Context: an optimization exercise on an open-source flow, tuned for small area. The choices shown serve that exercise and are no tape-out recipe.
Function was checked by simulation only, so behaviour that the tests miss may differ from the original.
No activity file was given, so power comes from the tool's default toggle rates.

==> flow/config.mk <==
export PLATFORM = sky130hd
export DESIGN_NAME = BouncingLED
export DESIGN_NICKNAME = BouncingLED
export VERILOG_FILES = /design/flow/design.v
export SDC_FILE = /design/flow/constraint.sdc
export NUM_CORES = 4
export LEC_CHECK = 0
export CAP_MARGIN = 20
export CORE_MARGIN = 2
export CORE_UTILIZATION = 40
export SLEW_MARGIN = 20
==> flow/constraint.sdc <==
create_clock -name core_clock -period 10.0 [get_ports {CLOCK_50}]
set_input_delay 2.0000 -clock core_clock [delete_from_list [all_inputs] [get_ports {CLOCK_50}]]
set_output_delay 2.0000 -clock core_clock [all_outputs]
set_load 0.01 [all_outputs]
==> flow/design.v <==
`timescale 1ns/1ps
module EdgeDetector(
	input Signal,
	input CLOCK_50,
	output reg Edge
	);
	reg CurrentInput, OneClockDelay;
	always @(posedge CLOCK_50) begin
		CurrentInput <= Signal;
		OneClockDelay <= CurrentInput;
	end
	always @(posedge CLOCK_50) begin
	 	Edge <= (CurrentInput & ~OneClockDelay) ? 1'b1 : 1'b0;
	end
endmodule
`timescale 1ns/1ps
module HEXDisplay(
	input [3:0] HexInput,
	output [7:0] DisplayOut
	);
	localparam [15:0] LUT7 = 16'hffff;
	localparam [15:0] LUT6 = 16'h1083;
	localparam [15:0] LUT5 = 16'h208e;
	localparam [15:0] LUT4 = 16'h02ba;
	localparam [15:0] LUT3 = 16'h8692;
	localparam [15:0] LUT2 = 16'hd004;
	localparam [15:0] LUT1 = 16'hd860;
	localparam [15:0] LUT0 = 16'h2812;
	assign DisplayOut[0] = LUT0[HexInput];
	assign DisplayOut[1] = LUT1[HexInput];
	assign DisplayOut[2] = LUT2[HexInput];
	assign DisplayOut[3] = LUT3[HexInput];
	assign DisplayOut[4] = LUT4[HexInput];
	assign DisplayOut[5] = LUT5[HexInput];
	assign DisplayOut[6] = LUT6[HexInput];
	assign DisplayOut[7] = LUT7[HexInput];
endmodule
`timescale 1ns/1ps
module Timer_20_48us(
	input CLOCK_50, Reset,
	output reg Rollover
	);
	reg [10:0] Count;
	always @(posedge CLOCK_50) begin
		Rollover <= Count[10];
		if (Reset | Count[10])
			Count <= 11'b0;
		else
			Count <= Count + 11'b1;
	end
endmodule
`timescale 1ns/1ps
module BouncingLED(
	input CLOCK_50,
	input [2:0] KEY,
	output reg [9:0] LEDR,
	output [7:0] HEX0,
	output [7:0] HEX1,
	output [7:0] HEX2,
	output [7:0] HEX3
	);
	reg [1:0] KEY_sync, KEY_A, KEY_B;
	wire KEY_0 = KEY_sync[0];
	wire KEY_1 = KEY_sync[1];
	reg [31:0] velocity;
	reg [28:0] position;
	reg delta_switch_flag;
	reg time_step_reg;
	wire time_step;
	wire KEY_1_Edge;
	always @(posedge CLOCK_50) begin
		KEY_sync <= KEY_B;
		KEY_B <= KEY_A;
		KEY_A <= KEY[1:0];
	end
	wire v_neg  = velocity[31];
	wire v_zero = (velocity == 32'd0);
	wire v_pos  = ~v_neg & ~v_zero;
	wire p_neg  = position[28];
	wire p_zero = (position == 29'd0);
	wire ceil   = position[27] & position[25] & v_pos;
	wire floor_ = (p_neg | p_zero) & v_neg;
	wire [31:0] v_sra2 = {{2{velocity[31]}}, velocity[31:2]};
	wire [31:0] v_floor = -((v_sra2 << 1) + v_sra2);
	wire [28:0] p_sum = position + {{13{velocity[31]}}, velocity[31:16]};
	always @(posedge CLOCK_50) begin
		time_step_reg <= time_step;
		if (time_step_reg) begin
			delta_switch_flag <= ~delta_switch_flag;
			if (ceil)
				velocity <= -velocity;
			else if (floor_)
				velocity <= v_floor;
			else
				velocity <= velocity - (delta_switch_flag ? 32'd3355 : 32'd3356);
			if (p_neg)
				position <= v_pos ? 29'h09000000 : 29'd0;
			else if (p_zero & v_neg)
				position <= 29'h100;
			else if (ceil)
				position <= {5'b01001, p_sum[23:0]};
			else
				position <= p_sum;
		end else begin
			if (KEY_1_Edge)
				velocity <= (v_neg | v_zero) ? 32'h03000000 : velocity + 32'h03000000;
			else if (!KEY_0)
				velocity <= 32'h03000000;
			if (!KEY_0) begin
				position <= 29'd1000;
				delta_switch_flag <= 1'b0;
			end
		end
	end
	always @(*) begin
		if (p_neg)
			LEDR = 10'b0000000001;
		else if (position[28:24] != 5'd0)
			LEDR = 10'b1000000000;
		else if (position[23:0] < 24'd1677721 * 1)
			LEDR = 10'b0000000001;
		else if (position[23:0] < 24'd1677721 * 2)
			LEDR = 10'b0000000010;
		else if (position[23:0] < 24'd1677721 * 3)
			LEDR = 10'b0000000100;
		else if (position[23:0] < 24'd1677721 * 4)
			LEDR = 10'b0000001000;
		else if (position[23:0] < 24'd1677721 * 5)
			LEDR = 10'b0000010000;
		else if (position[23:0] < 24'd1677721 * 6)
			LEDR = 10'b0000100000;
		else if (position[23:0] < 24'd1677721 * 7)
			LEDR = 10'b0001000000;
		else if (position[23:0] < 24'd1677721 * 8)
			LEDR = 10'b0010000000;
		else if (position[23:0] < 24'd1677721 * 9)
			LEDR = 10'b0100000000;
		else
			LEDR = 10'b1000000000;
	end
	EdgeDetector Key1_EdgeDetector(
		.CLOCK_50(CLOCK_50),
		.Signal(KEY_1),
		.Edge(KEY_1_Edge)
	);
	Timer_20_48us Timer_20_48us(
		.CLOCK_50(CLOCK_50),
		.Rollover(time_step),
		.Reset(!KEY[0])
	);
	HEXDisplay HEX0Display(.HexInput(position[27:24]), .DisplayOut(HEX0));
	HEXDisplay HEX1Display(.HexInput({4{position[28]}}), .DisplayOut(HEX1));
	HEXDisplay HEX2Display(.HexInput(velocity[27:24]), .DisplayOut(HEX2));
	HEXDisplay HEX3Display(.HexInput(velocity[31:28]), .DisplayOut(HEX3));
endmodule
==> flow/run.sh <==
#!/bin/bash
# synth_recipe.tcl (not shown) runs the flow's synth.tcl, then flattens the netlist and writes it again
# the make line also repeats each setting of config.mk as NAME=value (left out here)
make -C /OpenROAD-flow-scripts/flow DESIGN_CONFIG=/design/flow/config.mk WORK_HOME=/design/flow/orfs CLKGATE_MAP_FILE= SYNTH_SCRIPT=/design/flow/synth_recipe.tcl finish
==> results.toml, run 1 <==
[detailed_routing]
drc = 0
ant_nets = 0
routed_via_density = 5.796
m1WireLength_mm = 11.96
routed_wl_mm = 24.83
wl_met3_mm = 1.082
firstDrtPassIters = 5
wl_met2_mm = 11.43
drt_iter0_drc = 709
top_layer = "met4"
via_count = 8630
wl_per_cell_microns = 16.68

[setup_path]
arrival_ps = 3010
cp-start-kind = "flop"
cp_max_fo = 7
critPathRequiredTime_ps = 8000
crit_path_end_kind = "output port"
critPathKind = "reg2out"

[place]
port_buffers = 37
dp_hpwl_mm = 18.68
gp_congestion = 0.8675

[global_route]
antenna_found_initial = 0
grt_start_max_net_pins = 32
grt_pass1_vias = 8002
grt_pass1_wl_mm = 40.45
gr-total-overflow = 0
grt_use_total_pct = 20.10

[logic_synthesis]
synth_mux_area_share_pct = 1.063
synth_compound_area_share_pct = 25.14
yosys.area_share.simple_pct = 19.34
yosys.area.top_type = "edfxtp_1"
synth_top_area_share_pct = 19.78
synthTopCellsByCount = "ha_1 (124), nor2_1 (117), nand2_1 (82)"
async_flop_share_pct = 0
synth_edf_count = 62
synth_area_leaders = "edfxtp_1 (20%), ha_1 (16%), xnor2_1 (5.4%)"
yosysWarningCount = 3
synth_top_family_by_area = "compound AO/OA/AOI/OAI gates"
synth_area_sq_um = 9413
synth_cell_types = 85
synthAdderAreaFrac_pct = 16.91
synth-xor-area-share_pct = 8.002
yosysSeqAreaShare_pct = 24.46
synth-seq-cells = 84
syn_inst = 1147
yosys.cell_count.top_type = "ha_1"
synthFlopType = "edfxtp_1"
syn_area_per_cell_sq_um = 8.206

[power]
power_frac_clock_pct = 28.3
switching_share_pct = 36.70
p_int_mw = 0.7994
power_density_nw_per_um2 = 121.8
peakVddDrop_v = 0.00008078
p_leak_nw = 4.200
p_switching_mw = 0.4635
pwr-share-seq_pct = 33.3
p_comb_share_pct = 38.4

[job]
cap_violations = 0

[floorplan]
dieArea_sq_um = 24770
start_util_pct = 40.46
io_pins = 46
core_sq_um = 23260
row_count = 56
die_w_microns = 157.4
die_h_microns = 157.4

[clock_network]
clk_pin_slew_worst_paths_ps = 70
cts_sinks = 84
numCtsBuffers = 9
cts_max_level = 3
clk_latency_ps = 350
cts_tree = "done"
postCtsResizedCells = 0
hold_buffers = 0
clockBufferDepth = 2
post-cts-setup-buffers = 0
cts_root_buffer = "clkbuf_16"

[layout]
fillers = 2384
largest_reg_flops = 32
regMostFlops = "velocity"
area_delta_synth_final_pct = 10.16
diodes = 0
final_util_pct = 44.57
reg.largest.list = "velocity x32, position x29, Timer_20_48us.Count x11"
multiInputGateArea_sq_um = 6664
regArea_sq_um = 2302
nets = 1295
drive_above_1_share_pct = 3.761

[timing]
fin_crit_sh_pct = 50.12
maxSlewHeadroom_pct = 28.45
setup_violations = 0
max_freq_ghz = 0.1995
rsz0062_at_grt = "false"
slew_violations = 0
finalHoldViolCount = 0
tightestPinTransition_ps = 1070
post-route-min-period_ps = 5012
tns_ps = 0
skew_ps = 7.321

[min_path]
hold_class = "reg2reg"

[run_status]
status = "finished clean"
[critical path, cell delays in order (launching register included)]
cell	delay, ps
edfxtp_1	520
nor4_1	540
a31oi_1	150
nor3_1	260
o21a_1	170
o21a_1	140
o21ai_0	130
a211oi_1	190
clkdlybuf4s50_1	570
[layout by cell type (no fill, tap or decap), types with 22 or more instances in the layout]
| cell type | count |
|---|---|
| inv_1 | 68 |
| nor2_1 | 116 |
| a21oi_1 | 76 |
| xor2_1 | 28 |
| edfxtp_1 | 62 |
| nor3_1 | 28 |
| clkdlybuf4s50_1 | 37 |
| nand3_1 | 36 |
| dfxtp_1 | 22 |
| o21ai_0 | 66 |
| nand2_1 | 82 |
| a21o_1 | 34 |
| xnor2_1 | 58 |
| ha_1 | 124 |
[power groups by stage]
| stage | Sequential, mW | Clock (mW) | Combinational [mW] |
|---|---|---|---|
| 2_1_floorplan | 0.413 | 0 | 0.373 |
| 6_report | 0.420 | 0.357 | 0.485 |
| 3_3_place_gp | 0.427 | 0 | 0.477 |
| 3_5_place_dp | 0.427 | 0 | 0.481 |
| 5_1_grt | 0.424 | 0.373 | 0.540 |
| 4_1_cts | 0.420 | 0.364 | 0.483 |
[kinds of logic (layout without fill, tap and decap cells)]
family,count (synthesis),count (layout)
muxes,10,10
DFF,84,84
and+or+nand+nor,374,374
other,2,7
buffers and inverters,113,131
AOI/OAI and AO/OA,352,352
adders and majority gates,126,126
xor gates and xnor gates,86,86
[final timing paths]
path,startpoint,to,slack (ps),depth (start not counted)
max reg2reg,velocity[26]$_DFFE_PP_,velocity[9]$_DFFE_PP_,5900,11
max,position[9]$_SDFFCE_PN1P_,LEDR[5],4990,8
min,KEY_B[1]$_DFF_P_,KEY_sync[1]$_DFF_P_,330,0
min reg2reg,KEY_B[1]$_DFF_P_,KEY_sync[1]$_DFF_P_,330,0
[layout make-up]
type,count,share of cell area (%)
clock buffer,11,2.655
clock inverter,5,0.3741
inverter,71,2.570
sequential,84,22.20
multi-input combinational,955,64.27
timing repair buffer,44,4.079
tap,319,3.849
[routing by layer]
layer / vias up / track usage, %
met2: 222 / 33.02
li1: 4286 / -
met1: 4104 / 28.13
met5: - / 0
met3: 18 / 2.120
met4: 0 / 5.238
[through the flow]
step	hold WS, ps	setup WS (ps)	total power, mW	instances	area [sq um]
after CTS	331.7	5008	1.267	1489	10370
after detailed placement	314.6	5404	0.9080	1473	10050
after global routing	335.2	4760	1.337	1489	10370
after floorplan	309.6	6076	0.7859	1152	9432
final	328.8	4988	1.263	1489	10370
after global placement	309.9	5410	0.9041	1473	10050
==> run 2, diff against run 1 <==
--- a/flow/design.v
+++ b/flow/design.v
@@ -40,13 +40,17 @@
 	input CLOCK_50, Reset,
 	output reg Rollover
 	);
-	reg [10:0] Count;
-	always @(posedge CLOCK_50) begin
-		Rollover <= Count[10];
-		if (Reset | Count[10])
-			Count <= 11'b0;
-		else
-			Count <= Count + 11'b1;
+	localparam [10:0] POL  = 11'b01010101010;
+	localparam [10:0] LAST = 11'h2bf;
+	reg [10:0] State;
+	wire [10:0] Count = State ^ POL;
+	wire last = (Count == LAST);
+	wire clear = Reset | last;
+	wire feedback = ~(Count[10] ^ Count[8]);
+	wire [10:0] next = clear ? 11'd0 : {Count[9:0], feedback};
+	always @(posedge CLOCK_50) begin
+		Rollover <= last;
+		State <= next ^ POL;
 	end
 endmodule
 `timescale 1ns/1ps
@@ -66,6 +70,7 @@
 	reg [28:0] position;
 	reg delta_switch_flag;
 	reg time_step_reg;
+	reg v_zero_q, p_zero_q;
 	wire time_step;
 	wire KEY_1_Edge;
 	always @(posedge CLOCK_50) begin
@@ -73,44 +78,102 @@
 		KEY_B <= KEY_A;
 		KEY_A <= KEY[1:0];
 	end
+	wire ts     = time_step_reg;
+	wire kick   = KEY_1_Edge;
 	wire v_neg  = velocity[31];
-	wire v_zero = (velocity == 32'd0);
-	wire v_pos  = ~v_neg & ~v_zero;
+	wire v_zero = ~|velocity;
 	wire p_neg  = position[28];
-	wire p_zero = (position == 29'd0);
-	wire ceil   = position[27] & position[25] & v_pos;
-	wire floor_ = (p_neg | p_zero) & v_neg;
+	wire p_zero = ~|position;
+	wire v_pos_t = ~v_neg & ~v_zero_q;
+	wire ceil   = position[27] & position[25] & v_pos_t;
+	wire floor_ = (p_neg | p_zero_q) & v_neg;
+	wire bounce = ceil | floor_;
+	wire neg_b  = ts & bounce;
+	wire sel_v  = ~neg_b;
+	wire sel_x  = ts & floor_;
 	wire [31:0] v_sra2 = {{2{velocity[31]}}, velocity[31:2]};
-	wire [31:0] v_floor = -((v_sra2 << 1) + v_sra2);
-	wire [28:0] p_sum = position + {{13{velocity[31]}}, velocity[31:16]};
+	wire [31:0] add_a = ({32{sel_v}} & velocity) | ({32{sel_x}} & v_sra2);
+	wire [31:0] b_const = ts ? 32'hFFFFF2E4 : (kick ? 32'h03000000 : 32'd0);
+	wire [31:0] add_b = neg_b ? {~velocity[31:2], floor_ ? 2'b11 : ~velocity[1:0]} : b_const;
+	wire add_c = ts & (bounce | delta_switch_flag);
+	wire [31:0] na = ~add_a;
+	wire [31:0] nb = ~add_b;
+	wire [31:0] ns;
+	wire [32:0] nc;
+	assign nc[0] = ~add_c;
+	assign nc[16] = 1'b1;
+	genvar i;
+	generate
+		for (i = 0; i < 32; i = i + 1) begin : vadd
+			assign ns[i] = na[i] ^ nb[i] ^ nc[i];
+			if (i != 15)
+				assign nc[i+1] = (na[i] & nb[i]) | (nc[i] & (na[i] ^ nb[i]));
+		end
+	endgenerate
+	wire c16 = ~((na[15] & nb[15]) | (nc[15] & (na[15] ^ nb[15])));
+	wire [31:0] v_sum;
+	assign v_sum[15:0] = ~ns[15:0];
+	wire [15:0] v_ones;
+	assign v_ones[0] = 1'b1;
+	generate
+		for (i = 0; i < 16; i = i + 1) begin : vinc
+			assign v_sum[16+i] = ~ns[16+i] ^ (c16 & v_ones[i]);
+			if (i < 15)
+				assign v_ones[i+1] = v_ones[i] & ~ns[16+i];
+		end
+	endgenerate
+	wire set_3 = ~ts & (kick ? (v_neg | v_zero) : ~KEY_0);
+	wire [15:0] p_b = {16{ts}} & velocity[31:16];
+	wire [15:0] p_lo;
+	wire [16:0] p_c;
+	assign p_c[0] = 1'b0;
+	generate
+		for (i = 0; i < 16; i = i + 1) begin : padd
+			assign p_lo[i] = position[i] ^ p_b[i] ^ p_c[i];
+			assign p_c[i+1] = (position[i] & p_b[i]) | (p_c[i] & (position[i] ^ p_b[i]));
+		end
+	endgenerate
+	wire p_sign = ts & velocity[31];
+	wire p_up = p_c[16] & ~p_sign;
+	wire p_dn = ~p_c[16] & p_sign;
+	wire [13:0] p_ones, p_zeros;
+	assign p_ones[0] = 1'b1;
+	assign p_zeros[0] = 1'b1;
+	wire [12:0] p_hi;
+	generate
+		for (i = 0; i < 13; i = i + 1) begin : phi
+			assign p_hi[i] = position[16+i] ^ ((p_up & p_ones[i]) | (p_dn & p_zeros[i]));
+			assign p_ones[i+1] = p_ones[i] & position[16+i];
+			assign p_zeros[i+1] = p_zeros[i] & ~position[16+i];
+		end
+	endgenerate
+	wire [28:0] p_sum = {p_hi, p_lo};
+	reg [28:0] p_next;
+	always @(*) begin
+		if (ts) begin
+			if (p_neg)
+				p_next = v_pos_t ? 29'h09000000 : 29'd0;
+			else if (p_zero_q & v_neg)
+				p_next = 29'h100;
+			else if (ceil)
+				p_next = {5'b01001, p_sum[23:0]};
+			else
+				p_next = p_sum;
+		end else if (!KEY_0)
+			p_next = 29'd1000;
+		else
+			p_next = p_sum;
+	end
 	always @(posedge CLOCK_50) begin
 		time_step_reg <= time_step;
-		if (time_step_reg) begin
+		velocity <= set_3 ? 32'h03000000 : v_sum;
+		position <= p_next;
+		v_zero_q <= ~ts & ~kick & KEY_0 & v_zero;
+		p_zero_q <= ~ts & KEY_0 & p_zero;
+		if (ts)
 			delta_switch_flag <= ~delta_switch_flag;
-			if (ceil)
-				velocity <= -velocity;
-			else if (floor_)
-				velocity <= v_floor;
-			else
-				velocity <= velocity - (delta_switch_flag ? 32'd3355 : 32'd3356);
-			if (p_neg)
-				position <= v_pos ? 29'h09000000 : 29'd0;
-			else if (p_zero & v_neg)
-				position <= 29'h100;
-			else if (ceil)
-				position <= {5'b01001, p_sum[23:0]};
-			else
-				position <= p_sum;
-		end else begin
-			if (KEY_1_Edge)
-				velocity <= (v_neg | v_zero) ? 32'h03000000 : velocity + 32'h03000000;
-			else if (!KEY_0)
-				velocity <= 32'h03000000;
-			if (!KEY_0) begin
-				position <= 29'd1000;
-				delta_switch_flag <= 1'b0;
-			end
-		end
+		else if (!KEY_0)
+			delta_switch_flag <= 1'b0;
 	end
 	always @(*) begin
 		if (p_neg)
==> run 2 against run 1 <==
Net effect: still clean on timing, DRC and antenna; global-route usage is 1.0 points lower; area after synthesis is 36% lower; via count shrank 42%; count of clock-buffer cells in the layout is 1 lower; non-clock buffer count up 1; sequential power fell by 14%; cell area shrank 35%; worst setup slack got worse by 3900 ps; register-to-register slack got worse by 4800 ps; flip-flop and latch count up 2; routed wire length shrank 41%; final cell count shrank 39%; highest routed layer unchanged.
==> results.toml, run 2 <==
[run_status]
status = "finished clean"

[global_route]
grt_pass1_wl_mm = 24.92
grt_use_total_pct = 19.09
grtUsageMet2_pct = 30.58
grt_pass1_vias = 4982
use_met3_pct = 4.104
top_usage_layer = "met2"
antenna_found_initial = 0
gr-total-overflow = 0
grt_start_max_net_pins = 30
use_met1_pct = 25.46

[floorplan]
die_h_microns = 127.1
dieArea_sq_um = 16140
start_util_pct = 41.36
die_w_microns = 127.1
core_sq_um = 14640
io_pins = 46
row_count = 44

[timing]
max_freq_ghz = 0.1127
slew_violations = 0
maxSlewHeadroom_pct = 41.30
finalHoldViolCount = 0
post-route-min-period_ps = 8870
rsz0062_at_grt = "false"
tns_ps = 0
setup_violations = 0
fin_crit_sh_pct = 88.70
skew_ps = 9.583
hold_ws_ps = 327.6
tightestPinTransition_ps = 872.4

[power]
peakVddDrop_v = 0.00008509
p_switching_mw = 0.2140
p_leak_nw = 2.538
pwr-share-seq_pct = 46.3
p_comb_share_pct = 11.6
switching_share_pct = 27.47
power_frac_clock_pct = 42.0
p_int_mw = 0.5650
power_density_nw_per_um2 = 115.9

[logic_synthesis]
synth_area_sq_um = 6057
yosys.area.top_type = "dfxtp_1"
synth_mux_area_share_pct = 1.322
synth-xor-area-share_pct = 3.760
synthFlopType = "dfxtp_1"
synth_cell_types = 62
yosys.cell_count.top_type = "nor2_1"
synth_compound_area_share_pct = 17.60
synth_top_family_by_area = "simple AND/OR/NAND/NOR gates"
yosysSeqAreaShare_pct = 28.59
synth-seq-cells = 86
synthTopCellsByCount = "nor2_1 (86), dfxtp_1 (85), nand2_1 (61)"
syn_area_per_cell_sq_um = 8.567
synthAdderAreaFrac_pct = 19.00
syn_inst = 707
async_flop_share_pct = 0
yosysWarningCount = 3
synth_edf_count = 1
yosys.area_share.simple_pct = 21.65
synth_top_area_share_pct = 28.09
synth_area_leaders = "dfxtp_1 (28%), fa_1 (15%), nor2_1 (5.3%)"

[min_path]
hold_class = "reg2reg"

[setup_path]
critPathRequiredTime_ps = 10240
cp-start-kind = "flop"
cp_max_fo = 26
critPathKind = "reg2reg"
arrival_ps = 9110
crit_path_end_kind = "flop"

[detailed_routing]
drt_iter0_drc = 292
routed_wl_mm = 14.63
wl_per_cell_microns = 16.15
routed_via_density = 5.512
via_count = 4994
firstDrtPassIters = 5
ant_nets = 0
drc = 0

[clock_network]
clk_pin_slew_worst_paths_ps = 70
cts_max_level = 3
cts_tree = "done"
cts_sinks = 86
clk_latency_ps = 360
postCtsResizedCells = 0
numCtsBuffers = 9
clockBufferDepth = 2
post-cts-setup-buffers = 0
cts_root_buffer = "clkbuf_16"
hold_buffers = 0

[place]
placed_area_sq_um = 6437
gp_congestion = 0.8716
post-place-cells = 890
port_buffers = 37
dp_hpwl_mm = 10.90

[layout]
diodes = 0
area_delta_synth_final_pct = 10.93
drive_above_1_share_pct = 5.679
regMostFlops = "velocity"
fin_cells = 906
reg.largest.list = "velocity x32, position x29, Timer_20_48us.State x11"
final_cell_mix = "dfxtp_1 (85), nor2_1 (85), nand2_1 (61)"
final_cell_area_sq_um = 6719
final_util_pct = 45.88
nets = 786
largest_reg_flops = 32

[job]
cap_violations = 0
## run 2: path summary, 6_finish.rpt
path / start / end / slack [ps] / depth (start not counted)
setup / recovery: position[27]$_DFF_P_ / velocity[31]$_SDFF_PP0_ / 1130 / 24
hold reg to reg: KEY_B[0]$_DFF_P_ / KEY_sync[0]$_DFF_P_ / 330 / 0
setup reg to reg: position[27]$_DFF_P_ / velocity[31]$_SDFF_PP0_ / 1130 / 24
hold / removal: KEY_B[0]$_DFF_P_ / KEY_sync[0]$_DFF_P_ / 330 / 0
## run 2: area by class of cell
type                    count  area (sq um)
fillers                  1428          7925
multi-input cells         527          3865
flip-flops and latches     86          1732
repair buffers             45         430.4
well taps                 184         230.2
clock buffers              10         229.0
inverters                  48         180.2
clock inverters             6         52.55
## run 2: critical path, cell delays in order (launching register included)
cell     delay [ps]
dfxtp_1         590
inv_1           240
o41ai_4         230
buf_4           340
nand2_1         460
a22o_1          400
ha_1            210
fa_1            390
fa_1            430
fa_1            410
fa_1            410
fa_1            400
fa_1            430
fa_1            410
fa_1            390
fa_1            390
fa_1            390
fa_1            390
fa_1            390
fa_1            360
inv_1            70
fa_1            460
nor4b_4         340
xnor2_1         150
nor2_1           50
## run 2: through the flow
step / power [mW] / setup WS, ps
after floorplan: 0.4235 / 2259
after global placement: 0.4586 / 1340
after detailed placement: 0.4597 / 1220
after CTS: 0.7892 / 1131
after global routing: 0.8142 / 652.3
final: 0.7790 / 1130
## run 2: routing by layer
metal	up-vias	part of all wire [%]
met5	-	0
met4	0	2.1
met3	29	4.5
met2	112	46
met1	2412	47
li1	2441	-
## run 2: logic make-up (layout without fill, tap and decap cells)
logic type / count (synthesis) / in the layout
adders and majority gates: 65 / 65
buffers and inverters: 99 / 109
muxes: 8 / 8
and+or+nand+nor: 262 / 262
other: 2 / 7
AOI/OAI and AO/OA: 159 / 159
xor gates and xnor gates: 26 / 26
DFF: 86 / 86
## run 2: power groups by stage
stage          Clock, mW  Combinational (mW)  Sequential [mW]
2_1_floorplan          0              0.0624            0.361
5_1_grt            0.351              0.0999            0.363
3_3_place_gp           0              0.0897            0.369
3_5_place_dp           0              0.0904            0.369
4_1_cts            0.337              0.0913            0.361
6_report           0.327              0.0907            0.361
==> run 3, diff against run 2 <==
--- a/flow/design.v
+++ b/flow/design.v
@@ -18,22 +18,27 @@
 	input [3:0] HexInput,
 	output [7:0] DisplayOut
 	);
-	localparam [15:0] LUT7 = 16'hffff;
-	localparam [15:0] LUT6 = 16'h1083;
-	localparam [15:0] LUT5 = 16'h208e;
-	localparam [15:0] LUT4 = 16'h02ba;
-	localparam [15:0] LUT3 = 16'h8692;
-	localparam [15:0] LUT2 = 16'hd004;
-	localparam [15:0] LUT1 = 16'hd860;
-	localparam [15:0] LUT0 = 16'h2812;
-	assign DisplayOut[0] = LUT0[HexInput];
-	assign DisplayOut[1] = LUT1[HexInput];
-	assign DisplayOut[2] = LUT2[HexInput];
-	assign DisplayOut[3] = LUT3[HexInput];
-	assign DisplayOut[4] = LUT4[HexInput];
-	assign DisplayOut[5] = LUT5[HexInput];
-	assign DisplayOut[6] = LUT6[HexInput];
-	assign DisplayOut[7] = LUT7[HexInput];
+	assign DisplayOut[0] = ~((~HexInput[0] & ~HexInput[2]) | (HexInput[0] & HexInput[2] & ~HexInput[3]) | (HexInput[1] & HexInput[2]) | (~HexInput[1] & ~HexInput[2] & HexInput[3]) | (~HexInput[0] & HexInput[3]) | (HexInput[1] & ~HexInput[3]));
+	assign DisplayOut[1] = (~HexInput[0] & HexInput[2] & HexInput[3]) | (HexInput[0] & ~HexInput[1] & HexInput[2] & ~HexInput[3]) | (~HexInput[0] & HexInput[1] & HexInput[2]) | (HexInput[0] & HexInput[1] & HexInput[3]);
+	assign DisplayOut[2] = (~HexInput[0] & HexInput[1] & ~HexInput[2] & ~HexInput[3]) | (HexInput[1] & HexInput[2] & HexInput[3]) | (~HexInput[0] & HexInput[2] & HexInput[3]);
+	assign DisplayOut[3] = (HexInput[0] & HexInput[1] & HexInput[2]) | (~HexInput[0] & ~HexInput[1] & HexInput[2] & ~HexInput[3]) | (~HexInput[0] & HexInput[1] & ~HexInput[2] & HexInput[3]) | (HexInput[0] & ~HexInput[1] & ~HexInput[2]);
+	assign DisplayOut[4] = (HexInput[0] & ~HexInput[3]) | (~HexInput[1] & HexInput[2] & ~HexInput[3]) | (HexInput[0] & ~HexInput[1] & ~HexInput[2]);
+	assign DisplayOut[5] = ~((~HexInput[2] & HexInput[3]) | (HexInput[1] & HexInput[3]) | (~HexInput[0] & HexInput[2]) | (~HexInput[0] & ~HexInput[1]) | (~HexInput[1] & HexInput[2] & ~HexInput[3]));
+	assign DisplayOut[6] = (~HexInput[0] & ~HexInput[1] & HexInput[2] & HexInput[3]) | (HexInput[0] & HexInput[1] & HexInput[2] & ~HexInput[3]) | (~HexInput[1] & ~HexInput[2] & ~HexInput[3]);
+	assign DisplayOut[7] = 1'b1;
+endmodule
+module HEXDisplayPos(
+	input [3:0] HexInput,
+	output [7:0] DisplayOut
+	);
+	assign DisplayOut[0] = ~((HexInput[1]) | (HexInput[0] & HexInput[2]) | (~HexInput[0] & ~HexInput[2]) | (HexInput[3]));
+	assign DisplayOut[1] = ~((HexInput[0] & HexInput[1] & ~HexInput[3]) | (~HexInput[2]) | (~HexInput[0] & ~HexInput[1]));
+	assign DisplayOut[2] = (~HexInput[0] & HexInput[1] & ~HexInput[2] & ~HexInput[3]) | (HexInput[2] & HexInput[3]);
+	assign DisplayOut[3] = (HexInput[1] & HexInput[3]) | (~HexInput[0] & ~HexInput[1] & HexInput[2]) | (HexInput[0] & ~HexInput[1] & ~HexInput[2]) | (HexInput[0] & HexInput[1] & HexInput[2]);
+	assign DisplayOut[4] = (HexInput[0] & ~HexInput[1]) | (HexInput[0] & ~HexInput[3]) | (~HexInput[1] & HexInput[2]);
+	assign DisplayOut[5] = ~((~HexInput[0] & HexInput[2]) | (~HexInput[0] & ~HexInput[1]) | (HexInput[3]) | (~HexInput[1] & HexInput[2]));
+	assign DisplayOut[6] = (HexInput[0] & HexInput[1] & HexInput[2] & ~HexInput[3]) | (~HexInput[1] & ~HexInput[2] & ~HexInput[3]);
+	assign DisplayOut[7] = 1'b1;
 endmodule
 `timescale 1ns/1ps
 module Timer_20_48us(
@@ -67,7 +72,7 @@
 	wire KEY_0 = KEY_sync[0];
 	wire KEY_1 = KEY_sync[1];
 	reg [31:0] velocity;
-	reg [28:0] position;
+	reg [27:0] position;
 	reg delta_switch_flag;
 	reg time_step_reg;
 	reg v_zero_q, p_zero_q;
@@ -82,7 +87,7 @@
 	wire kick   = KEY_1_Edge;
 	wire v_neg  = velocity[31];
 	wire v_zero = ~|velocity;
-	wire p_neg  = position[28];
+	wire p_neg  = position[27] & position[26];
 	wire p_zero = ~|position;
 	wire v_pos_t = ~v_neg & ~v_zero_q;
 	wire ceil   = position[27] & position[25] & v_pos_t;
@@ -136,31 +141,31 @@
 	wire p_sign = ts & velocity[31];
 	wire p_up = p_c[16] & ~p_sign;
 	wire p_dn = ~p_c[16] & p_sign;
-	wire [13:0] p_ones, p_zeros;
+	wire [12:0] p_ones, p_zeros;
 	assign p_ones[0] = 1'b1;
 	assign p_zeros[0] = 1'b1;
-	wire [12:0] p_hi;
-	generate
-		for (i = 0; i < 13; i = i + 1) begin : phi
+	wire [11:0] p_hi;
+	generate
+		for (i = 0; i < 12; i = i + 1) begin : phi
 			assign p_hi[i] = position[16+i] ^ ((p_up & p_ones[i]) | (p_dn & p_zeros[i]));
 			assign p_ones[i+1] = p_ones[i] & position[16+i];
 			assign p_zeros[i+1] = p_zeros[i] & ~position[16+i];
 		end
 	endgenerate
-	wire [28:0] p_sum = {p_hi, p_lo};
-	reg [28:0] p_next;
+	wire [27:0] p_sum = {p_hi, p_lo};
+	reg [27:0] p_next;
 	always @(*) begin
 		if (ts) begin
 			if (p_neg)
-				p_next = v_pos_t ? 29'h09000000 : 29'd0;
+				p_next = v_pos_t ? 28'h9000000 : 28'd0;
 			else if (p_zero_q & v_neg)
-				p_next = 29'h100;
+				p_next = 28'h100;
 			else if (ceil)
-				p_next = {5'b01001, p_sum[23:0]};
+				p_next = {4'b1001, p_sum[23:0]};
 			else
 				p_next = p_sum;
 		end else if (!KEY_0)
-			p_next = 29'd1000;
+			p_next = 28'd1000;
 		else
 			p_next = p_sum;
 	end
@@ -178,7 +183,7 @@
 	always @(*) begin
 		if (p_neg)
 			LEDR = 10'b0000000001;
-		else if (position[28:24] != 5'd0)
+		else if (position[27:24] != 4'd0)
 			LEDR = 10'b1000000000;
 		else if (position[23:0] < 24'd1677721 * 1)
 			LEDR = 10'b0000000001;
@@ -211,8 +216,8 @@
 		.Rollover(time_step),
 		.Reset(!KEY[0])
 	);
-	HEXDisplay HEX0Display(.HexInput(position[27:24]), .DisplayOut(HEX0));
-	HEXDisplay HEX1Display(.HexInput({4{position[28]}}), .DisplayOut(HEX1));
+	HEXDisplayPos HEX0Display(.HexInput(position[27:24]), .DisplayOut(HEX0));
+	HEXDisplay HEX1Display(.HexInput({4{p_neg}}), .DisplayOut(HEX1));
 	HEXDisplay HEX2Display(.HexInput(velocity[27:24]), .DisplayOut(HEX2));
 	HEXDisplay HEX3Display(.HexInput(velocity[31:28]), .DisplayOut(HEX3));
 endmodule
--- a/flow/config.mk
+++ b/flow/config.mk
@@ -7,5 +7,6 @@
 export LEC_CHECK = 0
 export CAP_MARGIN = 20
 export CORE_MARGIN = 2
-export CORE_UTILIZATION = 40
+export CORE_UTILIZATION = 60
+export CTS_BUF_LIST = sky130_fd_sc_hd__clkbuf_8
 export SLEW_MARGIN = 20
==> run 3 against run 2 <==
Net effect: via count is 1.4% lower; clock power shrank 26%; synthesized cell count is 3.3% lower; flip-flop and latch count fell by 1; combinational power fell by about 20%; area after synthesis fell by 5.0%.
==> results.toml, run 3 <==
[setup_path]
arrival_ps = 8640
rrSetupSlack_ps = 1600
cp-start-kind = "flop"
r2r-start = "position[25]$_DFF_P_"
critPathRequiredTime_ps = 10240
rr_worst_depth = 26
reg2reg_to = "velocity[31]$_SDFF_PP0_"
critPathKind = "reg2reg"
cp_max_fo = 26
crit_path_end_kind = "flop"

[floorplan]
core_sq_um = 9284
die_h_microns = 102.0
dieArea_sq_um = 10390
io_pins = 46
die_w_microns = 102.0
start_util_pct = 62.01
row_count = 35

[global_route]
grtUsageMet2_pct = 42.31
grt_start_max_net_pins = 37
antenna_found_initial = 0
gr-total-overflow = 0
grt_pass1_vias = 4626
use_met1_pct = 39.60
top_usage_layer = "met2"
use_met3_pct = 4.788
grt_use_total_pct = 27.09
grt_pass1_wl_mm = 22.51

[logic_synthesis]
syn_area_per_cell_sq_um = 8.416
synth_area_leaders = "dfxtp_1 (29%), fa_1 (16%), nor2_1 (5.0%)"
synth_top_area_share_pct = 29.21
synth_edf_count = 1
yosys.area.top_type = "dfxtp_1"
synth-seq-cells = 85
synth_area_sq_um = 5757
synthTopCellsByCount = "dfxtp_1 (84), nor2_1 (76), nand2_1 (62)"
synthFlopType = "dfxtp_1"
async_flop_share_pct = 0
yosysSeqAreaShare_pct = 29.73
syn_inst = 684
yosys.cell_count.top_type = "dfxtp_1"
yosysWarningCount = 3
synth_cell_types = 64

[power]
p_switching_mw = 0.1955
p_int_mw = 0.4805
switching_share_pct = 28.92
pwr-share-seq_pct = 53.3
p_total_mw = 0.6760
power_density_nw_per_um2 = 108.1
power_frac_clock_pct = 36.0
p_leak_nw = 2.389
peakVddDrop_v = 0.00009142
p_comb_share_pct = 10.8

[detailed_routing]
via_count = 4923
drc = 0
routed_via_density = 6.026
drt_iter0_drc = 407
firstDrtPassIters = 6
wl_per_cell_microns = 15.92
ant_nets = 0
routed_wl_mm = 13.01

[clock_network]
clk_pin_slew_worst_paths_ps = 100
postCtsResizedCells = 0
cts_sinks = 85
post-cts-setup-buffers = 0
hold_buffers = 0
clk_latency_ps = 360
cts_max_level = 3
clockBufferDepth = 2
cts_tree = "done"
cts_root_buffer = "clkbuf_8"
numCtsBuffers = 9

[job]
cap_violations = 0

[timing]
maxSlewHeadroom_pct = 49.07
hold_ws_ps = 337.1
slew_violations = 0
tightestPinTransition_ps = 764.0
finalHoldViolCount = 0
max_freq_ghz = 0.1190
fin_crit_sh_pct = 84.01
tns_ps = 0
setup_violations = 0
post-route-min-period_ps = 8401
skew_ps = 11.69
rsz0062_at_grt = "false"

[run_status]
status = "finished clean"

[layout]
regMostFlops = "velocity"
fin_cells = 817
diodes = 0
area_delta_synth_final_pct = 8.607
multiInputGateArea_sq_um = 3621
final_cell_mix = "dfxtp_1 (84), nor2_1 (75), nand2_1 (62)"
drive_above_1_share_pct = 5.959
fillers = 819
final_common_cell = "dfxtp_1"
largest_reg_flops = 32
final_util_pct = 67.35
reg.largest.list = "velocity x32, position x28, Timer_20_48us.State x11"
nets = 737
regArea_sq_um = 1712

[place]
post-place-cells = 801
dp_hpwl_mm = 9.332
gp_congestion = 0.9156
port_buffers = 37

[min_path]
min_from = "KEY_sync[1]$_DFF_P_"
hold-path-endpoint = "Key1_EdgeDetector.CurrentInput$_DFF_P_"
hold_depth = 0
hold_class = "reg2reg"
==> run 3: changes by cell type after synthesis, sizes merged, moves of 8 or more <==
cell / previous run / this run
ha: 20 / 5
nor2: 86 / 76
a211oi: 2 / 10
inv: 48 / 40
==> run 3: worst max path at each step <==
stage | from | to | slack (ps)
floorplan | time_step_reg$_DFF_P_ | position[27]$_DFF_P_ | 2250
global placement | position[25]$_DFF_P_ | velocity[31]$_SDFF_PP0_ | 1810
detailed placement | velocity[31]$_SDFF_PP0_ | velocity[31]$_SDFF_PP0_ | 1690
CTS | position[25]$_DFF_P_ | velocity[31]$_SDFF_PP0_ | 1650
global route | velocity[31]$_SDFF_PP0_ | velocity[31]$_SDFF_PP0_ | 1030
finish | position[25]$_DFF_P_ | velocity[31]$_SDFF_PP0_ | 1600
==> run 3: power groups by stage <==
stage,Sequential (mW),Clock [mW],Combinational [mW]
floorplan,0.356,0,0.0595
global placement,0.366,0,0.0708
detailed placement,0.367,0,0.0725
CTS,0.359,0.248,0.0729
global route,0.362,0.263,0.0822
finish,0.360,0.243,0.0728
==> run 3: worst max-delay path, stage by stage, from the launching register on <==
cell and delay, ps:
dfxtp_1 650, nor3b_1 250, a21oi_1 70, o21ai_2 140, buf_4 300, nand2_1 140
a22o_1 200, ha_1 210, fa_1 380, fa_1 420, fa_1 410, fa_1 410
fa_1 400, fa_1 410, fa_1 430, fa_1 400, fa_1 390, fa_1 390
fa_1 410, fa_1 400, fa_1 360, inv_1 80, fa_1 430, nand2b_1 180
nor4_2 210, xnor2_1 150, nor2_1 50
==> run 3: through the flow <==
stage | setup slack [ps] | instance area [sq um]
final | 1599 | 6252
after global routing | 1034 | 6252
after detailed placement | 1689 | 6052
after floorplan | 2251 | 5776
after CTS | 1654 | 6252
after global placement | 1810 | 6052
==> run 3: cell type report <==
class	instances	area share, %
clock buffer	9	1.981
clock inverter	7	1.221
inverter	40	2.401
multi-input combinational	505	57.91
sequential	85	27.38
tap	129	2.582
timing repair buffer	42	6.524
==> run 3: per-layer routing <==
layer / vias up / part of all wire, %
li1: 2353 / -
met1: 2376 / 45
met2: 179 / 47
met3: 15 / 7.0
met4: 0 / 1.2
met5: - / 0
==> run 3: kinds of logic (layout without fill, tap and decap cells) <==
kind of cell / after synthesis / count (layout) / share of synthesized area (%)
other cells: 2 / 7 / 0.1305
mux: 6 / 6 / 1.065
fa+ha+maj: 50 / 50 / 16.74
compound gates: 159 / 159 / 18.50
flops: 85 / 85 / 29.73
xor+xnor: 25 / 25 / 3.804
simple gates: 258 / 258 / 22.30
buf+inv: 99 / 98 / 7.737
==> run 4, diff against run 3 <==
==> flow/flow/run.sh (new file) <==
#!/bin/bash
# The standard layout (standard.sh: the standard synthesis, then ORFS to
# finish) with two changes to how the layout is built: each port gets the
# smallest buffer, and clock tree synthesis adds no dummy loads.
# make's full output goes to make_finish.log in this folder; ORFS keeps each
# step's own log under orfs/logs/.
set -euo pipefail
bash standard.sh \
	"BUFFER_PORTS_ARGS=-buffer_cell sky130_fd_sc_hd__buf_1" \
	"CTS_ARGS=-sink_clustering_enable -repair_clock_nets -dont_use_dummy_load -buf_list sky130_fd_sc_hd__clkbuf_8 -sink_clustering_size 30 -sink_clustering_max_diameter 100" \
	finish > make_finish.log 2>&1
==> flow/standard.sh (new file) <==
#!/bin/bash
# synth_recipe.tcl (not shown) runs the flow's synth.tcl, then flattens the netlist and writes it again
# the make line also repeats each setting of config.mk as NAME=value (left out here)
make -C /OpenROAD-flow-scripts/flow DESIGN_CONFIG=/design/flow/config.mk WORK_HOME=/design/flow/orfs CLKGATE_MAP_FILE= SYNTH_SCRIPT=/design/flow/synth_recipe.tcl "${@:-finish}"
--- a/flow/config.mk
+++ b/flow/config.mk
@@ -7,6 +7,6 @@
 export LEC_CHECK = 0
 export CAP_MARGIN = 20
 export CORE_MARGIN = 2
-export CORE_UTILIZATION = 60
+export CORE_UTILIZATION = 75
 export CTS_BUF_LIST = sky130_fd_sc_hd__clkbuf_8
 export SLEW_MARGIN = 20
removed: flow/run.sh
==> run 4 against run 3 <==
Net effect: global-route usage is 8.1 points higher; cell area fell by 5.5%; total power fell by 9.1%; flip-flop and latch count is the same; register-to-register slack worse by 80 ps; synthesized cell count is the same; sequential power hardly changed; first-iteration DRC count is 11% higher; routed wire length rose by 9.1%; worst setup slack worse by 80 ps; die area shrank 19%; worst hold slack worse by 6.9 ps; critical path type unchanged; critical endpoint unchanged; highest routed layer unchanged.
==> results.toml, run 4 <==
[logic_synthesis]
synth_area_leaders = "dfxtp_1 (29%), fa_1 (16%), nor2_1 (5.0%)"
syn_inst = 684
syn_area_per_cell_sq_um = 8.416
yosysSeqAreaShare_pct = 29.73
synthAdderAreaFrac_pct = 16.74
yosys.area_share.simple_pct = 22.30
async_flop_share_pct = 0
synth-seq-cells = 85
synthFlopType = "dfxtp_1"
synth_compound_area_share_pct = 18.50
yosysWarningCount = 3
synth_mux_area_share_pct = 1.065
yosys.area.top_type = "dfxtp_1"
synth_cell_types = 64
synth_top_area_share_pct = 29.21
yosys.cell_count.top_type = "dfxtp_1"
synth_area_sq_um = 5757
synthTopCellsByCount = "dfxtp_1 (84), nor2_1 (76), nand2_1 (62)"
synth_edf_count = 1
synth-xor-area-share_pct = 3.804
synth_top_family_by_area = "simple AND/OR/NAND/NOR gates"

[clock_network]
cts_tree = "done"
clk_latency_ps = 370
clockBufferDepth = 2
cts_root_buffer = "clkbuf_8"
postCtsResizedCells = 0
cts_max_level = 3
post-cts-setup-buffers = 0
clk_pin_slew_worst_paths_ps = 70
numCtsBuffers = 9
hold_buffers = 0
cts_sinks = 85

[place]
placed_area_sq_um = 5783
port_buffers = 37
gp_congestion = 0.9419
dp_hpwl_mm = 9.973
post-place-cells = 771

[timing]
finalHoldViolCount = 0
post-route-min-period_ps = 8481
rsz0062_at_grt = "false"
tightestPinTransition_ps = 842.3
fin_crit_sh_pct = 84.81
hold_ws_ps = 330.2
tns_ps = 0
max_freq_ghz = 0.1179
maxSlewHeadroom_pct = 43.85
setup_violations = 0
skew_ps = 26.16
slew_violations = 0

[detailed_routing]
routed_via_density = 6.529
m1WireLength_mm = 5.851
via_count = 5093
routed_wl_mm = 14.19
drt_iter0_drc = 452
firstDrtPassIters = 5
wl_met3_mm = 1.107
wl_met2_mm = 6.831
drc = 0
wl_per_cell_microns = 18.19
ant_nets = 0
top_layer = "met4"

[setup_path]
critPathRequiredTime_ps = 10220
slowest_stage = "dfxtp_1"
cp_max_fo = 31
critPathKind = "reg2reg"
cp-start-kind = "flop"
arrival_ps = 8710
crit_family = "adder cells"
cp_common_cell = "fa_1"
cp_num_buf_inv = 6
crit_path_end_kind = "flop"
cpPeakStageDelay_ps = 830

[floorplan]
io_pins = 46
die_h_microns = 91.61
start_util_pct = 78.53
core_sq_um = 7331
dieArea_sq_um = 8392
die_w_microns = 91.61
row_count = 31

[power]
p_leak_nw = 2.261
peakVddDrop_v = 0.0001040
power_density_nw_per_um2 = 104.0

[layout]
largest_reg_flops = 32
final_util_pct = 80.58
regMostFlops = "velocity"
final_common_cell = "dfxtp_1"
fillers = 480
area_delta_synth_final_pct = 2.608
diodes = 0
drive_above_1_share_pct = 4.993
final_cell_area_sq_um = 5907
fin_cells = 780
final_cell_mix = "dfxtp_1 (84), nor2_1 (75), nand2_1 (62)"
reg.largest.list = "velocity x32, position x28, Timer_20_48us.State x11"
nets = 737

[min_path]
hold_class = "reg2reg"

[global_route]
grt_pass1_vias = 4906
gr-total-overflow = 0
antenna_found_initial = 0
grt_pass1_wl_mm = 23.54
grt_start_max_net_pins = 33
grt_use_total_pct = 35.21

[run_status]
status = "finished clean"

[job]
cap_violations = 0
[run 4: per-stage QoR]
| step | setup WS [ps] | power [mW] |
|---|---|---|
| after floorplan | 2251 | 0.4154 |
| after global routing | 1010 | 0.6359 |
| after global placement | 1935 | 0.4250 |
| after CTS | 1607 | 0.6129 |
| after detailed placement | 1661 | 0.4295 |
| final | 1519 | 0.6145 |
[run 4: routing by layer]
metal	vias to the layer above	GRT usage (%)
met4	0	12.63
met5	-	0
met2	255	56.99
met3	42	6.984
li1	2345	-
met1	2451	47.30
[run 4: worst paths after layout]
| check | start | endpoint | slack (ps) | depth (start not counted) |
|---|---|---|---|---|
| max | velocity[31]$_SDFF_PP0_ | velocity[31]$_SDFF_PP0_ | 1520 | 32 |
| min | KEY_sync[1]$_DFF_P_ | Key1_EdgeDetector.CurrentInput$_DFF_P_ | 330 | 0 |
| max reg2reg | velocity[31]$_SDFF_PP0_ | velocity[31]$_SDFF_PP0_ | 1520 | 32 |
| min reg2reg | KEY_sync[1]$_DFF_P_ | Key1_EdgeDetector.CurrentInput$_DFF_P_ | 330 | 0 |
[run 4: cells by family (layout without fill, tap and decap cells)]
| family | count (synthesis) | in the layout |
|---|---|---|
| AO/OA/AOI/OAI | 159 | 159 |
| XOR/XNOR | 25 | 25 |
| AND/OR/NAND/NOR | 258 | 258 |
| flip-flops | 85 | 85 |
| adder cells (fa/ha/maj) | 50 | 50 |
| other | 2 | 7 |
| buffers and inverters | 99 | 91 |
| multiplexers | 6 | 6 |
[run 4: layout make-up]
class	instances	area [sq um]	share of cell area [%]
inverters	40	150.1	2.542
well taps	99	123.9	2.097
flip-flops and latches	85	1712	28.98
repair buffers	42	176.4	2.987
clock buffers	9	123.9	2.097
multi-input cells	505	3621	61.30
[run 4: worst register-to-register path: cells and delay by family (launching register included)]
family                     cells  cell delay (ps)
buffers and inverters          6              760
xor gates and xnor gates       1              160
and+or+nand+nor                6             1540
AOI/OAI and AO/OA              3              450
adders and majority gates     16             4610
DFF                            1              830
[run 4: report_power, final]
part           switching, mW  internal, mW
combinational         0.0381        0.0252
clock                  0.111        0.0807
sequential            0.0145         0.345
total                  0.164         0.451
==> run 5, diff against run 4 <==
--- a/flow/flow/run.sh
+++ b/flow/flow/run.sh
@@ -7,5 +7,5 @@
 set -euo pipefail
 bash standard.sh \
 	"BUFFER_PORTS_ARGS=-buffer_cell sky130_fd_sc_hd__buf_1" \
-	"CTS_ARGS=-sink_clustering_enable -repair_clock_nets -dont_use_dummy_load -buf_list sky130_fd_sc_hd__clkbuf_8 -sink_clustering_size 30 -sink_clustering_max_diameter 100" \
+	"CTS_ARGS=-sink_clustering_enable -repair_clock_nets -dont_use_dummy_load -buf_list sky130_fd_sc_hd__clkbuf_8" \
 	finish > make_finish.log 2>&1
--- a/flow/config.mk
+++ b/flow/config.mk
@@ -7,6 +7,6 @@
 export LEC_CHECK = 0
 export CAP_MARGIN = 20
 export CORE_MARGIN = 2
-export CORE_UTILIZATION = 75
+export CORE_UTILIZATION = 60
 export CTS_BUF_LIST = sky130_fd_sc_hd__clkbuf_8
 export SLEW_MARGIN = 20
==> run 5 against run 4 <==
Net effect: flip-flop and latch count did not move; fmax rose by 1.6%; clock skew rose by 4.6 ps; highest routed layer unchanged.
==> results.toml, run 5 <==
[run_status]
status = "finished clean"

[logic_synthesis]
syn_inst = 684
synth_area_leaders = "dfxtp_1 (29%), fa_1 (16%), nor2_1 (5.0%)"
synth_compound_area_share_pct = 18.50
yosys.area_share.simple_pct = 22.30
async_flop_share_pct = 0
synthFlopType = "dfxtp_1"
synth_area_sq_um = 5757
synthTopCellsByCount = "dfxtp_1 (84), nor2_1 (76), nand2_1 (62)"
synth_mux_area_share_pct = 1.065
synth-seq-cells = 85
synthAdderAreaFrac_pct = 16.74
syn_area_per_cell_sq_um = 8.416
yosysSeqAreaShare_pct = 29.73
yosys.area.top_type = "dfxtp_1"
synth_top_family_by_area = "simple AND/OR/NAND/NOR gates"
synth_edf_count = 1
synth-xor-area-share_pct = 3.804
yosysWarningCount = 3
synth_cell_types = 64
synth_top_area_share_pct = 29.21
yosys.cell_count.top_type = "dfxtp_1"

[layout]
fillers = 820
largest_reg_flops = 32
drive_above_1_share_pct = 4.993
final_cell_mix = "dfxtp_1 (84), nor2_1 (75), nand2_1 (62)"
reg.largest.list = "velocity x32, position x28, Timer_20_48us.State x11"
final_common_cell = "dfxtp_1"
fin_cells = 810
nets = 737
final_util_pct = 64.03
regMostFlops = "velocity"
diodes = 0
area_delta_synth_final_pct = 3.260

[timing]
fin_crit_sh_pct = 83.51
post-route-min-period_ps = 8351
fin_ws_ps = 1649
tns_ps = 0
maxSlewHeadroom_pct = 46.76
hold_ws_ps = 313.1
tightestPinTransition_ps = 798.6
setup_violations = 0
finalHoldViolCount = 0
slew_violations = 0
skew_ps = 30.77
rsz0062_at_grt = "false"
max_freq_ghz = 0.1198

[power]
switching_share_pct = 26.32
power_frac_clock_pct = 31.0
pwr-share-seq_pct = 58.8
p_int_mw = 0.4509
peakVddDrop_v = 0.00009526
p_leak_nw = 2.261
power_density_nw_per_um2 = 103.0
p_switching_mw = 0.1611
p_comb_share_pct = 10.1

[floorplan]
start_util_pct = 62.01
die_w_microns = 102.0
core_sq_um = 9284
row_count = 35
dieArea_sq_um = 10390
die_h_microns = 102.0
io_pins = 46

[setup_path]
r2r-start = "velocity[31]$_SDFF_PP0_"
critPathKind = "reg2reg"
cp_max_fo = 22
cp_num_buf_inv = 1
reg2reg_to = "velocity[31]$_SDFF_PP0_"
cpPeakStageDelay_ps = 810
cp-start-kind = "flop"
crit_path_end_kind = "flop"
crit_family = "adder cells"
slowest_stage = "dfxtp_1"
rr_worst_depth = 24
startpoint = "velocity[31]$_SDFF_PP0_"
crit_chain = "a21oi_1 > o21ai_2 > nand2_1 > a22o_1 > ha_1 > fa_1 > fa_1 > fa_1 > fa_1 > fa_1 > fa_1 > fa_1 > fa_1 > fa_1 > fa_1 > fa_1 > fa_1 > fa_1 > inv_1 > fa_1 > nand2b_1 > nor4_2 > xnor2_1 > nor2_1"
critPathRequiredTime_ps = 10220
rrSetupSlack_ps = 1650
arrival_ps = 8570
cp_common_cell = "fa_1"
cp.depth = 24

[global_route]
grt_start_max_net_pins = 33
gr-total-overflow = 0
antenna_found_initial = 0
grt_pass1_wl_mm = 21.96
grt_pass1_vias = 4537
grt_use_total_pct = 26.63

[job]
cap_violations = 0

[detailed_routing]
routed_wl_mm = 13.22
via_count = 4859
firstDrtPassIters = 5
drt_iter0_drc = 312
drc = 0
routed_via_density = 5.999
wl_per_cell_microns = 16.32
ant_nets = 0

[clock_network]
cts_tree = "done"
clk_pin_slew_worst_paths_ps = 100
post-cts-setup-buffers = 0
cts_sinks = 85
postCtsResizedCells = 0
clk_latency_ps = 360
clockBufferDepth = 2
numCtsBuffers = 9
hold_buffers = 0
cts_max_level = 3
cts_root_buffer = "clkbuf_8"

[min_path]
min_from = "KEY_A[0]$_DFF_P_"
hold_depth = 0
hold_class = "reg2reg"
hold-path-endpoint = "KEY_B[0]$_DFF_P_"

[place]
post-place-cells = 801
dp_hpwl_mm = 9.452
port_buffers = 37
gp_congestion = 0.9397
pre_cts_slack_ps = 1758
## run 5: cell counts after synthesis
No cell type changed its count.
## run 5: cell type report
| cell class | instances | area (sq um) | share of cell area [%] |
|---|---|---|---|
| clock buffers | 9 | 123.9 | 2.084 |
| inverters | 40 | 150.1 | 2.526 |
| multi-input cells | 505 | 3621 | 60.91 |
| flip-flops and latches | 85 | 1712 | 28.79 |
| well taps | 129 | 161.4 | 2.715 |
| repair buffers | 42 | 176.4 | 2.968 |
## run 5: per-layer routing
| metal | vias up | share of wire, % | track usage (%) |
|---|---|---|---|
| met1 | 2333 | 46 | 38.31 |
| met4 | 0 | 0.83 | 5.538 |
| met5 | - | 0 | 0 |
| li1 | 2351 | - | - |
| met3 | 12 | 6.3 | 4.514 |
| met2 | 163 | 47 | 42.76 |
## run 5: per-stage QoR
stage	area (sq um)	power, mW
after floorplan	5776	0.4154
after global placement	5821	0.4266
after detailed placement	5821	0.4289
after CTS	5944	0.6166
after global routing	5944	0.6392
final	5944	0.6120
## run 5: power by group through the flow
stage | logic, mW | clock network, mW | registers, mW
after floorplan | 0.0595 | 0 | 0.356
after global placement | 0.0597 | 0 | 0.367
after detailed placement | 0.0616 | 0 | 0.367
after CTS | 0.0617 | 0.195 | 0.359
after global routing | 0.0706 | 0.207 | 0.361
final | 0.0619 | 0.190 | 0.360
## run 5: cells by family (layout without fill, tap and decap cells)
group,Yosys count,in the layout
and+or+nand+nor,258,258
AOI/OAI and AO/OA,159,159
buffers and inverters,99,91
DFF,85,85
adders and majority gates,50,50
xor gates and xnor gates,25,25
muxes,6,6
other,2,7
## run 5: worst max path at each step
stage	to	slack (ps)
3_5_place_dp	velocity[31]$_SDFF_PP0_	1760
6_report	velocity[31]$_SDFF_PP0_	1650
2_1_floorplan	position[27]$_DFF_P_	2250
4_1_cts	velocity[31]$_SDFF_PP0_	1720
3_3_place_gp	velocity[31]$_SDFF_PP0_	1870
5_1_grt	velocity[31]$_SDFF_PP0_	1160
==> run 6, diff against run 5 <==
--- a/flow/flow/run.sh
+++ b/flow/flow/run.sh
@@ -7,5 +7,5 @@
 set -euo pipefail
 bash standard.sh \
 	"BUFFER_PORTS_ARGS=-buffer_cell sky130_fd_sc_hd__buf_1" \
-	"CTS_ARGS=-sink_clustering_enable -repair_clock_nets -dont_use_dummy_load -buf_list sky130_fd_sc_hd__clkbuf_8" \
+	"CTS_ARGS=-sink_clustering_enable -repair_clock_nets -dont_use_dummy_load -root_buf sky130_fd_sc_hd__clkbuf_8 -buf_list sky130_fd_sc_hd__clkbuf_4 -sink_clustering_size 12 -sink_clustering_max_diameter 60" \
 	finish > make_finish.log 2>&1
==> run 6 against run 5 <==
Net effect: sequential share of layout area did not move; fmax unchanged; non-clock buffer count did not move; synthesized cell count stayed put; count of clock-buffer cells in the layout stayed put; combinational power is essentially flat; first-iteration DRC count unchanged; clock power barely moved; critical path type unchanged; final cell count stayed put; critical path depth is the same; cell area did not move; total power is the same.
==> results.toml, run 6 <==
[run_status]
status = "finished clean"

[logic_synthesis]
synthTopCellsByCount = "dfxtp_1 (84), nor2_1 (76), nand2_1 (62)"
synth_edf_count = 1
yosysWarningCount = 3
syn_inst = 684
yosysSeqAreaShare_pct = 29.73
yosys.cell_count.top_type = "dfxtp_1"
async_flop_share_pct = 0
synth_area_leaders = "dfxtp_1 (29%), fa_1 (16%), nor2_1 (5.0%)"
synth_top_area_share_pct = 29.21
synth_cell_types = 64
syn_area_per_cell_sq_um = 8.416
synth-seq-cells = 85
yosys.area.top_type = "dfxtp_1"
synthFlopType = "dfxtp_1"
synth_area_sq_um = 5757

[setup_path]
crit_chain = "a21oi_1 > o21ai_2 > nand2_1 > a22o_1 > ha_1 > fa_1 > fa_1 > fa_1 > fa_1 > fa_1 > fa_1 > fa_1 > fa_1 > fa_1 > fa_1 > fa_1 > fa_1 > fa_1 > inv_1 > fa_1 > nand2b_1 > nor4_2 > xnor2_1 > nor2_1"
cp_common_cell = "fa_1"
r2r-start = "velocity[31]$_SDFF_PP0_"
arrival_ps = 8570
crit_path_end_kind = "flop"
reg2reg_to = "velocity[31]$_SDFF_PP0_"
rrSetupSlack_ps = 1650
critPathRequiredTime_ps = 10220
slowest_stage = "dfxtp_1"
cp_max_fo = 22
cp-start-kind = "flop"
critPathKind = "reg2reg"
cpPeakStageDelay_ps = 810
rr_worst_depth = 24
startpoint = "velocity[31]$_SDFF_PP0_"

[floorplan]
dieArea_sq_um = 10390
io_pins = 46
row_count = 35
die_h_microns = 102.0
start_util_pct = 62.01
core_sq_um = 9284
die_w_microns = 102.0

[timing]
setup_violations = 0
tns_ps = 0
max_freq_ghz = 0.1198
finalHoldViolCount = 0
rsz0062_at_grt = "false"
slew_violations = 0
fin_ws_ps = 1649
maxSlewHeadroom_pct = 46.76
fin_crit_sh_pct = 83.51
tightestPinTransition_ps = 798.6
skew_ps = 30.77
post-route-min-period_ps = 8351

[detailed_routing]
routed_wl_mm = 13.22
wl_per_cell_microns = 16.32
via_count = 4859
firstDrtPassIters = 5
drc = 0
drt_iter0_drc = 312
routed_via_density = 5.999
ant_nets = 0

[place]
port_buffers = 37
dp_hpwl_mm = 9.452
gp_congestion = 0.9397
pre_cts_slack_ps = 1758

[power]
switching_share_pct = 26.32
p_int_mw = 0.4509
peakVddDrop_v = 0.00009526
p_switching_mw = 0.1611
pwr-share-seq_pct = 58.8
p_comb_share_pct = 10.1
power_density_nw_per_um2 = 103.0
p_leak_nw = 2.261
power_frac_clock_pct = 31.0

[layout]
largest_reg_flops = 32
drive_above_1_share_pct = 4.993
regArea_sq_um = 1712
area_delta_synth_final_pct = 3.260
reg.largest.list = "velocity x32, position x28, Timer_20_48us.State x11"
fillers = 820
regMostFlops = "velocity"
multiInputGateArea_sq_um = 3621
diodes = 0
nets = 737
final_common_cell = "dfxtp_1"
final_cell_mix = "dfxtp_1 (84), nor2_1 (75), nand2_1 (62)"

[global_route]
grt_pass1_vias = 4537
grt_start_max_net_pins = 33
grt_use_total_pct = 26.63
gr-total-overflow = 0
grt_pass1_wl_mm = 21.96
antenna_found_initial = 0

[min_path]
hold_depth = 0
hold-path-endpoint = "KEY_B[0]$_DFF_P_"
min_from = "KEY_A[0]$_DFF_P_"
hold_class = "reg2reg"

[clock_network]
numCtsBuffers = 9
clk_latency_ps = 360
cts_max_level = 3
cts_sinks = 85
post-cts-setup-buffers = 0
cts_tree = "done"
postCtsResizedCells = 0
clk_pin_slew_worst_paths_ps = 100
hold_buffers = 0
clockBufferDepth = 2
cts_root_buffer = "clkbuf_8"

[job]
cap_violations = 0
[run 6: cell counts in the layout (fill, tap and decap cells not counted)]
No cell type changed its count.
[run 6: logic make-up after synthesis]
| family | after synthesis | synth area share, % |
|---|---|---|
| AOI/OAI and AO/OA | 159 | 18.50 |
| xor gates and xnor gates | 25 | 3.804 |
| adders and majority gates | 50 | 16.74 |
| buffers and inverters | 99 | 7.737 |
| DFF | 85 | 29.73 |
| muxes | 6 | 1.065 |
| other | 2 | 0.1305 |
| and+or+nand+nor | 258 | 22.30 |
[run 6: per-layer routing]
layer / GRT usage [%] / share of wire (%) / up-vias / wire (microns)
li1: - / - / 2351 / -
met2: 42.76 / 47 / 163 / 6230
met3: 4.514 / 6.3 / 12 / 832
met4: 5.538 / 0.83 / 0 / 110
met1: 38.31 / 46 / 2333 / 6041
met5: 0 / 0 / - / 0
[run 6: metrics by stage]
| stage | utilization, % | instances | total power, mW | area (sq um) | hold slack [ps] |
|---|---|---|---|---|---|
| after floorplan | - | 689 | 0.4154 | 5776 | 309.6 |
| after global placement | 62.70 | 801 | 0.4266 | 5821 | 311.0 |
| after detailed placement | 62.70 | 801 | 0.4289 | 5821 | 314.4 |
| after CTS | 64.03 | 810 | 0.6166 | 5944 | 319.9 |
| after global routing | 64.03 | 810 | 0.6392 | 5944 | 313.9 |
| final | 64.03 | 810 | 0.6120 | 5944 | 313.1 |
[run 6: worst max-delay path, delay by kind of cell (launching register included)]
| family | cells | cell delay (ps) |
|---|---|---|
| flip-flops | 1 | 810 |
| AO/OA/AOI/OAI | 3 | 630 |
| adder cells (fa/ha/maj) | 15 | 5850 |
| buffers and inverters | 1 | 80 |
| AND/OR/NAND/NOR | 4 | 660 |
| XOR/XNOR | 1 | 160 |
[run 6: worst max path at each step]
stage	to	slack (ps)	depth (start not counted)
floorplan	position[27]$_DFF_P_	2250	30
global placement	velocity[31]$_SDFF_PP0_	1870	24
detailed placement	velocity[31]$_SDFF_PP0_	1760	32
CTS	velocity[31]$_SDFF_PP0_	1720	24
global route	velocity[31]$_SDFF_PP0_	1160	32
finish	velocity[31]$_SDFF_PP0_	1650	24
[run 6: power groups by stage]
stage	clock network (mW)	logic [mW]	registers [mW]
2_1_floorplan	0	0.0595	0.356
3_3_place_gp	0	0.0597	0.367
3_5_place_dp	0	0.0616	0.367
4_1_cts	0.195	0.0617	0.359
5_1_grt	0.207	0.0706	0.361
6_report	0.190	0.0619	0.360
[run 6: cell type report]
type / instances / share of cell area (%)
Clock buffer: 9 / 2.084
Inverter: 40 / 2.526
Multi-Input combinational cell: 505 / 60.91
Sequential cell: 85 / 28.79
Tap cell: 129 / 2.715
Timing Repair Buffer: 42 / 2.968

## afterwards: timing with drivers on the ports
The results above use ideal ports. As a check the final layouts listed here were re-extracted and re-timed, cells and wires unchanged.
Step 1, drivers: a clkbuf_16 drives CLOCK_50 and a buf_2 each remaining input, both assumed.
Step 2 adds t to the input delays and takes it off the output delays; t is the mean of the earliest and latest rising clock arrival at the registers after step 1. Input paths then give back, and output paths get back, about the clock's delay inside the block.
Slacks: no drivers / after step 1 / after step 2; pairs: no drivers / after step 1.
run | shift t [ns] | slack for setup (ns) | worst slew at a driven data input, ns
run 1 | 0.393 | 4.988 / 4.943 / 5.336 | 0.03
run 2 | 0.391 | 1.130 / 1.130 / 1.130 | 0.03
run 3 | 0.390 | 1.599 / 1.599 / 1.599 | 0.03
run 4 | 0.388 | 1.519 / 1.519 / 1.519 | 0.03
run 5 | 0.381 | 1.649 / 1.649 / 1.649 | 0.03
run 6 | 0.381 | 1.649 / 1.649 / 1.649 | 0.03
After both steps every run listed still meets setup and hold.
